Background: an optimization exercise with open tools, aiming at small area, a short achievable clock period and few clock cycles. Do not read the settings as production practice. Power is estimated from default activity; no workload was simulated.

==> module ALU, before the edit <==
module ALU (
    input  [7:0] A,
    input  [7:0] Bx,
    input  [3:0] instruction,
    input        item,
    output [7:0] F
);
    wire [3:0] op = instruction;
    wire [2:0] k  = Bx[2:0];                    
    wire is_as  = item & ~op[3] & ~op[2] & ~op[1];            
    wire is_shf = item & ~op[3] & ~op[2] & op[1];             
    wire is_rot = item & ~op[3] & op[2] & ~op[1];             
    wire left   = op[0];
    wire is_and = item & ~op[3] & op[2] & op[1] & ~op[0];    
    wire is_or  = item & ~op[3] & op[2] & op[1] & op[0];     
    wire is_not = item & op[3] & ~op[2] & ~op[1] & ~op[0];   
    wire is_xor = item & op[3] & ~op[2] & ~op[1] & op[0];    
    wire [7:0] sum = A + Bx;
    wire [7:0] p   = A ^ Bx;
    wire [7:0] g   = A & Bx;
    wire [7:0] Ar = {A[0], A[1], A[2], A[3], A[4], A[5], A[6], A[7]};
    wire [7:0] s0 = left ? Ar : A;
    wire [7:0] s1 = k[0] ? {s0[0],   s0[7:1]} : s0;
    wire [7:0] s2 = k[1] ? {s1[1:0], s1[7:2]} : s1;
    wire [7:0] s4 = k[2] ? {s2[3:0], s2[7:4]} : s2;
    wire shf_ok = is_shf & ~|Bx[7:3];
    wire rot_ok = is_rot & ~|Bx[7:4] & ~(Bx[3] & |k);
    wire [7:0] keep = {8{rot_ok}} | ({8{shf_ok}} & (8'hff >> k));
    wire [7:0] o  = s4 & keep;
    wire [7:0] sh = left ? {o[0], o[1], o[2], o[3], o[4], o[5], o[6], o[7]} : o;
    assign F = ({8{is_as}} & sum) | sh |
               ({8{is_xor | is_or}} & p) | ({8{is_and | is_or}} & g) | ({8{is_not}} & ~A);
endmodule
==> module top, before the edit <==
module top (
    input clk,
    input rst_n,
    input start,
    input valid,
    input [7:0] data_A,
    input [7:0] data_B,
    input [3:0] instruction,
    input [7:0] count,
    output reg [7:0] third_largest,
    output reg finish
);
    reg [7:0] a_q, b_q;
    reg [3:0] op_q;
    reg       item_q;      
    reg [7:0] r;           
    reg [7:0] remaining;   
    reg [7:0] largest, second_largest;
    reg       last1, last2;
    wire [7:0] alu_result;
    ALU alu_inst (
        .A(a_q),
        .Bx(b_q),
        .instruction(op_q),
        .item(item_q),
        .F(alu_result)
    );
    wire [7:0] b_neg = {|data_B[6:0], |data_B[5:0], |data_B[4:0], |data_B[3:0],
                        |data_B[2:0], |data_B[1:0], data_B[0], 1'b0};
    wire [7:0] low_zero = {~|remaining[6:0], ~|remaining[5:0], ~|remaining[4:0],
                           ~|remaining[3:0], ~|remaining[2:0], ~|remaining[1:0],
                           ~remaining[0], 1'b1};
    always @(posedge clk) begin
        a_q     <= data_A;
        b_q     <= data_B ^ ({8{instruction == 4'b0001}} & b_neg);    
        op_q    <= instruction;
        r       <= alu_result;
        if (start)
            remaining <= count;
        else if (valid)
            remaining <= remaining ^ low_zero;
    end
    always @(posedge clk or negedge rst_n) begin
        if (!rst_n)
            item_q <= 1'b0;
        else
            item_q <= valid;
    end
    always @(posedge clk or negedge rst_n) begin
        if (!rst_n) begin
            last1  <= 1'b0;
            last2  <= 1'b0;
            finish <= 1'b0;
        end else begin
            last1  <= (valid && remaining == 8'd1) || (start && count == 8'd0);
            last2  <= last1;
            finish <= last2;
        end
    end
    function [1:0] cmp8;
        input [7:0] a, b;
        reg [7:0] g, l;
        reg [3:0] g1, l1;
        reg [1:0] g2, l2;
        integer i;
        begin
            g = a & ~b;
            l = ~a & b;
            for (i = 0; i < 4; i = i + 1) begin
                g1[i] = g[2*i+1] | (~l[2*i+1] & g[2*i]);
                l1[i] = l[2*i+1] | (~g[2*i+1] & l[2*i]);
            end
            for (i = 0; i < 2; i = i + 1) begin
                g2[i] = g1[2*i+1] | (~l1[2*i+1] & g1[2*i]);
                l2[i] = l1[2*i+1] | (~g1[2*i+1] & l1[2*i]);
            end
            cmp8 = {g2[1] | (~l2[1] & g2[0]), l2[1] | (~g2[1] & l2[0])};
        end
    endfunction
    wire gt1, lt1, gt2, lt2, gt3, lt3;
    assign {gt1, lt1} = cmp8(r, largest);
    assign {gt2, lt2} = cmp8(r, second_largest);
    assign {gt3, lt3} = cmp8(r, third_largest);
    wire eq1 = ~gt1 & ~lt1;
    wire eq2 = ~gt2 & ~lt2;
    wire upd1 = gt1 | start;
    wire upd2 = (gt2 & ~eq1) | start;
    wire upd3 = (gt3 & ~eq2 & ~eq1) | start;
    wire [7:0] new2 = gt1 ? largest : r;
    wire [7:0] new3 = gt2 ? second_largest : r;
    always @(posedge clk) begin
        if (upd1) largest        <= r;
        if (upd2) second_largest <= new2;
        if (upd3) third_largest  <= new3;
    end
endmodule
export LEC_CHECK = 0
export CAP_MARGIN = 20
export CORE_MARGIN = 2
export CORE_UTILIZATION = 40
export SETUP_SLACK_MARGIN = 3.8
export SLEW_MARGIN = 20
create_clock -name core_clock -period 6.0 [get_ports {clk}]
standard.sh (not shown) runs the stock make flow with config.mk's settings and CLKGATE_MAP_FILE= SYNTH_SCRIPT=/design/flow/synth_recipe.tcl, a recipe that flattens the netlist after the stock synthesis.
==> flow/flow/run.sh <==
#!/bin/bash
# Standard layout, except:
#  - plain buffers (buf_1) on the ports instead of the delay buffers
#    buffer_ports picks by default;
#  - synthesis maps the logic with a delay-driven ABC script
#    (flow/abc_delay.script) instead of ORFS's abc_speed script. Everything
#    else in synthesis is the standard flow's own (flow/synth.tcl is synth_recipe.tcl with
#    an abc wrapper that swaps in the script), so the registers are the same.
set -o pipefail
FLOW_DIR=$(cd "$(dirname "$0")" && pwd)
export BUFFER_PORTS_ARGS="-buffer_cell sky130_fd_sc_hd__buf_1"
export MY_ABC_SCRIPT=$FLOW_DIR/abc_delay.script
bash standard.sh SYNTH_SCRIPT=$FLOW_DIR/synth.tcl finish > standard.log 2>&1
==> flow/flow/abc_delay.script <==
strash
dch
map -D 1000
buffer -p
upsize -D 1000
dnsize -D 1000
stime -p
==> flow/flow/synth.tcl <==
proc synth {args} { yosys synth -nofsm -noshare {*}$args }

proc abc {args} {
  set i [lsearch -exact $args -script]
  if {$i >= 0 && [info exists ::env(MY_ABC_SCRIPT)]} { lset args [expr {$i + 1}] $::env(MY_ABC_SCRIPT) }
  yosys abc {*}$args
}
source $::env(SCRIPTS_DIR)/synth.tcl
# left out here: clear keep_hierarchy, flatten, clean up, hide names made inside functions, write 1_2_yosys.v
Rerun with:
--- a/flow/design.v
+++ b/flow/design.v
@@ -18,19 +18,22 @@
     wire is_xor = item & op[3] & ~op[2] & ~op[1] & op[0];    
     wire [7:0] sum = A + Bx;
     wire [7:0] p   = A ^ Bx;
     wire [7:0] g   = A & Bx;
-    wire [7:0] Ar = {A[0], A[1], A[2], A[3], A[4], A[5], A[6], A[7]};
-    wire [7:0] s0 = left ? Ar : A;
-    wire [7:0] s1 = k[0] ? {s0[0],   s0[7:1]} : s0;
-    wire [7:0] s2 = k[1] ? {s1[1:0], s1[7:2]} : s1;
-    wire [7:0] s4 = k[2] ? {s2[3:0], s2[7:4]} : s2;
+    wire a0 = k[0];
+    wire a1 = k[1] ^ (left & k[0]);
+    wire a2 = k[2] ^ (left & (k[1] | k[0]));
+    wire [7:0] s1 = a0 ? {A[0],    A[7:1]}  : A;
+    wire [7:0] s2 = a1 ? {s1[1:0], s1[7:2]} : s1;
+    wire [7:0] s4 = a2 ? {s2[3:0], s2[7:4]} : s2;
     wire shf_ok = is_shf & ~|Bx[7:3];
     wire rot_ok = is_rot & ~|Bx[7:4] & ~(Bx[3] & |k);
-    wire [7:0] keep = {8{rot_ok}} | ({8{shf_ok}} & (8'hff >> k));
-    wire [7:0] o  = s4 & keep;
-    wire [7:0] sh = left ? {o[0], o[1], o[2], o[3], o[4], o[5], o[6], o[7]} : o;
-    assign F = ({8{is_as}} & sum) | sh |
+    wire [7:0] keep;
+    genvar i;
+    generate for (i = 0; i < 8; i = i + 1) begin : kp
+        assign keep[i] = rot_ok | (shf_ok & (left ? (k <= i) : (k <= 7 - i)));
+    end endgenerate
+    assign F = ({8{is_as}} & sum) | (keep & s4) |
                ({8{is_xor | is_or}} & p) | ({8{is_and | is_or}} & g) | ({8{is_not}} & ~A);
 endmodule
 `timescale 1ns/1ps
 module top (
@@ -117,15 +120,15 @@
     assign {gt2, lt2} = cmp8(r, second_largest);
     assign {gt3, lt3} = cmp8(r, third_largest);
     wire eq1 = ~gt1 & ~lt1;
     wire eq2 = ~gt2 & ~lt2;
-    wire upd1 = gt1 | start;
-    wire upd2 = (gt2 & ~eq1) | start;
-    wire upd3 = (gt3 & ~eq2 & ~eq1) | start;
+    wire upd1 = gt1;
+    wire upd2 = gt2 & ~eq1;
+    wire upd3 = gt3 & ~eq2 & ~eq1;
     wire [7:0] new2 = gt1 ? largest : r;
     wire [7:0] new3 = gt2 ? second_largest : r;
     always @(posedge clk) begin
-        if (upd1) largest        <= r;
-        if (upd2) second_largest <= new2;
-        if (upd3) third_largest  <= new3;
+        largest        <= upd1 ? r    : (largest        & {8{~start}});
+        second_largest <= upd2 ? new2 : (second_largest & {8{~start}});
+        third_largest  <= upd3 ? new3 : (third_largest  & {8{~start}});
     end
 endmodule
After rerunning: The new run finished with timing, DRC and antenna clean. Worst hold slack gains 0.018 ns. Routed wire length is higher by a little under a tenth. Sequential power is lower by a few percent. Count of clock-buffer cells in the layout is higher by 3. Worst setup slack loses 0.028 ns. Sequential share of layout area is lower by 6.3 points. Design area is higher slightly. Register-to-register slack is about the same.
No functional check of the RTL was part of any run of this note.

The RTL this note starts from:
==> flow/design.v <==
`timescale 1ns/1ps
module ALU (
    input  [7:0] A,
    input  [7:0] Bx,
    input  [3:0] instruction,
    input        item,
    output [7:0] F
);
    wire [3:0] op = instruction;
    wire [2:0] k  = Bx[2:0];                    
    wire is_as  = item & ~op[3] & ~op[2] & ~op[1];            
    wire is_shf = item & ~op[3] & ~op[2] & op[1];             
    wire is_rot = item & ~op[3] & op[2] & ~op[1];             
    wire left   = op[0];
    wire is_and = item & ~op[3] & op[2] & op[1] & ~op[0];    
    wire is_or  = item & ~op[3] & op[2] & op[1] & op[0];     
    wire is_not = item & op[3] & ~op[2] & ~op[1] & ~op[0];   
    wire is_xor = item & op[3] & ~op[2] & ~op[1] & op[0];    
    wire       sub = ~op[3] & ~op[2] & ~op[1] & op[0];    
    wire [8:0] sum9 = {A, 1'b1} + {Bx, sub};      
    wire [7:0] sum  = sum9[8:1];
    wire [7:0] p   = A ^ Bx;
    wire [7:0] g   = A & Bx;
    wire a0 = k[0];
    wire a1 = k[1] ^ (left & k[0]);
    wire a2 = k[2] ^ (left & (k[1] | k[0]));
    wire [7:0] s1 = a0 ? {A[0],    A[7:1]}  : A;
    wire [7:0] s2 = a1 ? {s1[1:0], s1[7:2]} : s1;
    wire [7:0] s4 = a2 ? {s2[3:0], s2[7:4]} : s2;
    wire shf_ok = is_shf & ~|Bx[7:3];
    wire rot_ok = is_rot & ~|Bx[7:4] & ~(Bx[3] & |k);
    wire [7:0] keep;
    genvar i;
    generate for (i = 0; i < 8; i = i + 1) begin : kp
        assign keep[i] = rot_ok | (shf_ok & (left ? (k <= i) : (k <= 7 - i)));
    end endgenerate
    assign F = ({8{is_as}} & sum) | (keep & s4) |
               ({8{is_xor | is_or}} & p) | ({8{is_and | is_or}} & g) | ({8{is_not}} & ~A);
endmodule
`timescale 1ns/1ps
module top (
    input clk,
    input rst_n,
    input start,
    input valid,
    input [7:0] data_A,
    input [7:0] data_B,
    input [3:0] instruction,
    input [7:0] count,
    output reg [7:0] third_largest,
    output reg finish
);
    reg [7:0] a_q, b_q;
    reg [3:0] op_q;
    reg       item_q;      
    reg [7:0] r;           
    reg [7:0] remaining;   
    reg [7:0] largest, second_largest;
    reg       last1, last2;
    wire [7:0] alu_result;
    ALU alu_inst (
        .A(a_q),
        .Bx(b_q),
        .instruction(op_q),
        .item(item_q),
        .F(alu_result)
    );
    wire [7:0] low_zero = {~|remaining[6:0], ~|remaining[5:0], ~|remaining[4:0],
                           ~|remaining[3:0], ~|remaining[2:0], ~|remaining[1:0],
                           ~remaining[0], 1'b1};
    always @(posedge clk) begin
        a_q     <= data_A;
        b_q     <= data_B ^ {8{instruction == 4'b0001}};    
        op_q    <= instruction;
        r       <= alu_result;
        if (start)
            remaining <= count;
        else if (valid)
            remaining <= remaining ^ low_zero;
    end
    always @(posedge clk or negedge rst_n) begin
        if (!rst_n)
            item_q <= 1'b0;
        else
            item_q <= valid;
    end
    always @(posedge clk or negedge rst_n) begin
        if (!rst_n) begin
            last1  <= 1'b0;
            last2  <= 1'b0;
            finish <= 1'b0;
        end else begin
            last1  <= (valid && remaining == 8'd1) || (start && count == 8'd0);
            last2  <= last1;
            finish <= last2;
        end
    end
    function [1:0] cmp8;
        input [7:0] a, b;
        reg [7:0] g, l;
        reg [3:0] g1, l1;
        reg [1:0] g2, l2;
        integer i;
        begin
            g = a & ~b;
            l = ~a & b;
            for (i = 0; i < 4; i = i + 1) begin
                g1[i] = g[2*i+1] | (~l[2*i+1] & g[2*i]);
                l1[i] = l[2*i+1] | (~g[2*i+1] & l[2*i]);
            end
            for (i = 0; i < 2; i = i + 1) begin
                g2[i] = g1[2*i+1] | (~l1[2*i+1] & g1[2*i]);
                l2[i] = l1[2*i+1] | (~g1[2*i+1] & l1[2*i]);
            end
            cmp8 = {g2[1] | (~l2[1] & g2[0]), l2[1] | (~g2[1] & l2[0])};
        end
    endfunction
    wire gt1, lt1, gt2, lt2, gt3, lt3;
    assign {gt1, lt1} = cmp8(r, largest);
    assign {gt2, lt2} = cmp8(r, second_largest);
    assign {gt3, lt3} = cmp8(r, third_largest);
    wire eq1 = ~gt1 & ~lt1;
    wire eq2 = ~gt2 & ~lt2;
    wire upd1 = gt1 | start;
    wire upd2 = (gt2 & ~eq1) | start;
    wire upd3 = (gt3 & ~eq2 & ~eq1) | start;
    wire [7:0] new2 = gt1 ? largest : r;
    wire [7:0] new3 = gt2 ? second_largest : r;
    always @(posedge clk) begin
        if (upd1) largest        <= r;
        if (upd2) second_largest <= new2;
        if (upd3) third_largest  <= new3;
    end
endmodule
export LEC_CHECK = 0
export CAP_MARGIN = 20
export CORE_MARGIN = 2
export CORE_UTILIZATION = 40
export SETUP_SLACK_MARGIN = 3.8
export SLEW_MARGIN = 20
create_clock -name core_clock -period 6.0 [get_ports {clk}]
Scripts as last shown in full above: flow/flow/run.sh, flow/flow/abc_delay.script, flow/flow/synth.tcl
The baseline finished clean.
Rerun with:
==> flow/design.v (replaced) <==
`timescale 1ns/1ps
module ALU (
    input  [7:0] A,
    input  [7:0] B,
    input  [3:0] instruction,
    input        item,
    output [7:0] F
);
    wire [3:0] op = instruction;
    wire [2:0] k  = B[2:0];
    wire sub    = ~op[3] & ~op[2] & ~op[1] & op[0];           
    wire is_as  = item & ~op[3] & ~op[2] & ~op[1];            
    wire is_shf = item & ~op[3] & ~op[2] & op[1];             
    wire is_rot = item & ~op[3] & op[2] & ~op[1];             
    wire left   = op[0];
    wire is_and = item & ~op[3] & op[2] & op[1] & ~op[0];    
    wire is_or  = item & ~op[3] & op[2] & op[1] & op[0];     
    wire is_not = item & op[3] & ~op[2] & ~op[1] & ~op[0];   
    wire is_xor = item & op[3] & ~op[2] & ~op[1] & op[0];    
    wire [8:0] sum9 = {A, 1'b1} + {B ^ {8{sub}}, sub};    
    wire [7:0] sum  = sum9[8:1];
    wire a0 = k[0];
    wire a1 = k[1] ^ (left & k[0]);
    wire a2 = k[2] ^ (left & (k[1] | k[0]));
    wire [7:0] s1 = a0 ? {A[0],    A[7:1]}  : A;
    wire [7:0] s2 = a1 ? {s1[1:0], s1[7:2]} : s1;
    wire [7:0] s4 = a2 ? {s2[3:0], s2[7:4]} : s2;
    wire shf_ok = is_shf & ~|B[7:3];
    wire rot_ok = is_rot & ~|B[7:4] & ~(B[3] & |k);
    wire [7:0] keep;
    genvar i;
    generate for (i = 0; i < 8; i = i + 1) begin : kp
        assign keep[i] = rot_ok | (shf_ok & (left ? (k <= i) : (k <= 7 - i)));
    end endgenerate
    assign F = ({8{is_as}} & sum) | (keep & s4) |
               ({8{is_and}} & (A & B)) | ({8{is_or}} & (A | B)) |
               ({8{is_not}} & ~A) | ({8{is_xor}} & (A ^ B));
endmodule
`timescale 1ns/1ps
module top (
    input clk,
    input rst_n,
    input start,
    input valid,
    input [7:0] data_A,
    input [7:0] data_B,
    input [3:0] instruction,
    input [7:0] count,
    output reg [7:0] third_largest,
    output reg finish
);
    reg [7:0] r;           
    reg [7:0] remaining;   
    reg [7:0] largest, second_largest;
    reg       start_q;     
    reg       last;        
    wire [7:0] alu_result;
    ALU alu_inst (
        .A(data_A),
        .B(data_B),
        .instruction(instruction),
        .item(valid),
        .F(alu_result)
    );
    wire [7:0] low_zero = {~|remaining[6:0], ~|remaining[5:0], ~|remaining[4:0],
                           ~|remaining[3:0], ~|remaining[2:0], ~|remaining[1:0],
                           ~remaining[0], 1'b1};
    always @(posedge clk) begin
        r       <= alu_result;
        start_q <= start;
        if (start)
            remaining <= count;
        else if (valid)
            remaining <= remaining ^ low_zero;
    end
    always @(posedge clk or negedge rst_n) begin
        if (!rst_n) begin
            last   <= 1'b0;
            finish <= 1'b0;
        end else begin
            last   <= (valid && remaining == 8'd1) || (start && count == 8'd0);
            finish <= last;
        end
    end
    function [1:0] cmp8;
        input [7:0] a, b;
        reg [7:0] g, l;
        reg [3:0] g1, l1;
        reg [1:0] g2, l2;
        integer i;
        begin
            g = a & ~b;
            l = ~a & b;
            for (i = 0; i < 4; i = i + 1) begin
                g1[i] = g[2*i+1] | (~l[2*i+1] & g[2*i]);
                l1[i] = l[2*i+1] | (~g[2*i+1] & l[2*i]);
            end
            for (i = 0; i < 2; i = i + 1) begin
                g2[i] = g1[2*i+1] | (~l1[2*i+1] & g1[2*i]);
                l2[i] = l1[2*i+1] | (~g1[2*i+1] & l1[2*i]);
            end
            cmp8 = {g2[1] | (~l2[1] & g2[0]), l2[1] | (~g2[1] & l2[0])};
        end
    endfunction
    wire gt1, lt1, gt2, lt2, gt3, lt3;
    assign {gt1, lt1} = cmp8(r, largest);
    assign {gt2, lt2} = cmp8(r, second_largest);
    assign {gt3, lt3} = cmp8(r, third_largest);
    wire eq1 = ~gt1 & ~lt1;
    wire eq2 = ~gt2 & ~lt2;
    wire upd1 = gt1 | start_q;
    wire upd2 = (gt2 & ~eq1) | start_q;
    wire upd3 = (gt3 & ~eq2 & ~eq1) | start_q;
    wire [7:0] new2 = gt1 ? largest : r;
    wire [7:0] new3 = gt2 ? second_largest : r;
    always @(posedge clk) begin
        if (upd1) largest        <= r;
        if (upd2) second_largest <= new2;
        if (upd3) third_largest  <= new3;
    end
endmodule
Clock power fell by well over a third.
Register-to-register slack improved by 0.07 ns.
Maximum frequency shrinks by a quarter to a third.
Critical path depth climbs by 12.
Combinational power rose by about a fifth.
Area after synthesis drops by a few percent.
First-iteration DRC count rises by well over a third.
Cell area climbs by a few percent.
No functional check of the RTL was part of any run of this note.

-- port drivers added, routing unchanged --
The flow's constraints put no driver on any port. The routed layouts listed below were extracted and timed again, unchanged, in two steps. Step 1 assumes that a clkbuf_16 drives the clock port and a buf_2 every other input. Step 2 also shifts input and output timing later by t, the mid clock arrival at the registers, as if the neighbouring blocks saw the same clock. a / b / c = ideal ports / drivers / drivers and shift; a / b = the first two.
| run | shift t [ns] | slack for setup (ns) | latest minus earliest clock arrival (ns) | worst data-port slew with drivers (ns) |
|---|---|---|---|---|
| the first run of note 1 | 0.370 | 3.893 / 3.861 / 3.633 | 0.008 / 0.009 | 0.03 |
| the second run of note 1 | 0.369 | 3.865 / 3.833 / 3.555 | 0.007 / 0.007 | 0.03 |
| the first run of note 2 | 0.367 | 3.890 / 3.860 / 3.724 | 0.005 / 0.004 | 0.03 |
| the second run of note 2 | 0.316 | 3.216 / 3.208 / 2.893 | 0.008 / 0.007 | 0.06 |
After both steps setup and hold are still met in every run listed. The setup slack of the second run of note 2, which loses most, moves by -0.008 ns with the drivers and by -0.323 ns with both steps.
